Context: an optimization exercise on an open-source flow, tuned for small area. The choices shown serve that exercise and are no tape-out recipe.
Only simulation tests tie the RTL to the original design; equivalence was not proved.
Power is estimated from default activity; no workload was simulated.

Design riscv, start of the top module:
module riscv(
    input logic rst, clk, interrupt, exception,
    output logic [31:0] imem_addr,
    input logic [31:0] imem_rdata,
    output logic dmem_re, dmem_we,
    output logic [1:0] dmem_wsize,
    output logic [31:0] dmem_addr, dmem_wdata,
    input logic [31:0] dmem_rdata
);
    logic [31:0] pc_f, ir;
    logic        v_de;                      
    logic        fwa, fwb;                  
    logic [31:0] pc4_mw, alu_mw, wd_mw;     
    logic [4:0]  rd_mw;                     
    logic [1:0]  wb_mw;                     
    logic [2:0]  sub_mw;                    
    logic        epc_taken;
    logic        re_mw, we_mw, mret_mw;
    logic [1:0]  ws_mw;
    logic [31:0] regs [1:31];
    logic [31:1] sel1, sel2;                
    logic [31:0] mie, mip, mstatus, mtvec, mepc;
    logic [31:0] mip_r;                     
    logic        mip7, mip11;
    assign mip = {mip_r[31:12], mip11, mip_r[10:8], mip7, mip_r[6:0]};
    logic        mc31, mc1;                 
    logic [6:0] op;
    logic [2:0] f3;
    logic [6:0] f7;
    logic [4:0] rs1, rs2, rd;
    assign op  = ir[6:0];
    assign f3  = ir[14:12];
  ...
Size in the first run: roughly 1400 flip-flops, roughly 170 I/O pins, roughly 66000 um^2 of cells after synthesis.
export LEC_CHECK = 0
export CAP_MARGIN = 20
export CELL_PAD_IN_SITES_DETAIL_PLACEMENT = 1
export CELL_PAD_IN_SITES_GLOBAL_PLACEMENT = 1
export CORE_MARGIN = 2
export CORE_UTILIZATION = 40
export SLEW_MARGIN = 20
create_clock -name core_clock -period 9.0 [get_ports {clk}]
standard.sh (not shown) runs the stock make flow with config.mk's settings and CLKGATE_MAP_FILE= SYNTH_SCRIPT=/design/flow/synth_recipe.tcl, a recipe that flattens the netlist after the stock synthesis.
==> flow/flow/run.sh <==
#!/bin/bash
# Layout flow: the standard synthesis unchanged, then the standard ORFS layout with
# a lighter clock tree (clkbuf_8 buffers in sink clusters of up to 16, no dummy loads) and small port buffers.
# Each step's full output goes to a log in the work folder.
set -euo pipefail
bash standard.sh synth > flow_synth.log 2>&1
bash standard.sh \
  "CTS_ARGS=-sink_clustering_enable -repair_clock_nets -buf_list sky130_fd_sc_hd__clkbuf_8 -sink_clustering_size 16 -sink_clustering_max_diameter 55 -dont_use_dummy_load" \
  "BUFFER_PORTS_ARGS=-buffer_cell sky130_fd_sc_hd__buf_1" \
  finish > flow_layout.log 2>&1
The baseline went through all stages and came out clean.
==> next run, changes <==
==> flow/run.sh (new file) <==
#!/bin/bash
# synth_recipe.tcl (not shown) runs the flow's synth.tcl, then flattens the netlist and writes it again
# the make line also repeats each setting of config.mk as NAME=value (left out here)
make -C /OpenROAD-flow-scripts/flow DESIGN_CONFIG=/design/flow/config.mk WORK_HOME=/design/flow/orfs CLKGATE_MAP_FILE= SYNTH_SCRIPT=/design/flow/synth_recipe.tcl finish
Settings changed: CTS_BUF_LIST set to sky130_fd_sc_hd__clkbuf_8.
removed: flow/flow/run.sh
removed: flow/standard.sh
Effect: Final cell count rises by about 4%; total power rises by about 14%; sequential share of layout area falls by 2.7 points.
==> next run, changes <==
==> flow/flow/run.sh (new file) <==
#!/bin/bash
# Layout flow: the standard synthesis unchanged, then the standard ORFS layout with
# a lighter clock tree (clkbuf_8 buffers, no dummy loads) and small port buffers.
# Each step's full output goes to a log in the work folder.
set -euo pipefail
bash standard.sh synth > flow_synth.log 2>&1
bash standard.sh \
  "CTS_ARGS=-sink_clustering_enable -repair_clock_nets -buf_list sky130_fd_sc_hd__clkbuf_8 -dont_use_dummy_load" \
  "BUFFER_PORTS_ARGS=-buffer_cell sky130_fd_sc_hd__buf_1" \
  finish > flow_layout.log 2>&1
==> flow/standard.sh (new file) <==
#!/bin/bash
# synth_recipe.tcl (not shown) runs the flow's synth.tcl, then flattens the netlist and writes it again
# the make line also repeats each setting of config.mk as NAME=value (left out here)
make -C /OpenROAD-flow-scripts/flow DESIGN_CONFIG=/design/flow/config.mk WORK_HOME=/design/flow/orfs CLKGATE_MAP_FILE= SYNTH_SCRIPT=/design/flow/synth_recipe.tcl "${@:-finish}"
Settings changed: CTS_BUF_LIST sky130_fd_sc_hd__clkbuf_8 to not set.
removed: flow/run.sh
First-iteration DRC count fell by roughly a tenth.
Via count fell by a few percent.
Clock power fell by about a fifth.
Setup slack degrades by 450 ps.
Wire length rose slightly.
Cell count fell by a few percent.
Die area does not change.

## afterwards: timing with drivers on the ports
No port has a modelled driver above. Below, the same layouts with a new extraction and two added sets of constraints.
Step 1 (the two cells are an assumption about what drives the block):
set clk [get_ports {clk}]
set_driving_cell -lib_cell sky130_fd_sc_hd__clkbuf_16 $clk
set_driving_cell -lib_cell sky130_fd_sc_hd__buf_2 [delete_from_list [all_inputs] $clk]
Step 2, shift: input delay + t, output delay - t, t = (earliest + latest rising clock arrival at the registers) / 2. This alone moves slack from input paths to output paths.
Slacks: no drivers / after step 1 / after step 2; pairs: no drivers / after step 1.
| run | shift t [ns] | setup WS [ns] | worst hold slack (ns) | worst setup path at the end | latest minus earliest clock arrival (ns) |
|---|---|---|---|---|---|
| the first run | 1.015 | 1.497 / 1.497 / 1.497 | 0.564 / 0.564 / 0.564 | register to register | 0.128 / 0.128 |
| the second run | 1.097 | 1.869 / 1.869 / 1.869 | 0.543 / 0.543 / 0.543 | register to register | 0.104 / 0.104 |
| the third run | 1.076 | 1.423 / 1.423 / 1.423 | 0.562 / 0.562 / 0.562 | register to register | 0.184 / 0.184 |
After both steps setup and hold are still met in every run listed.
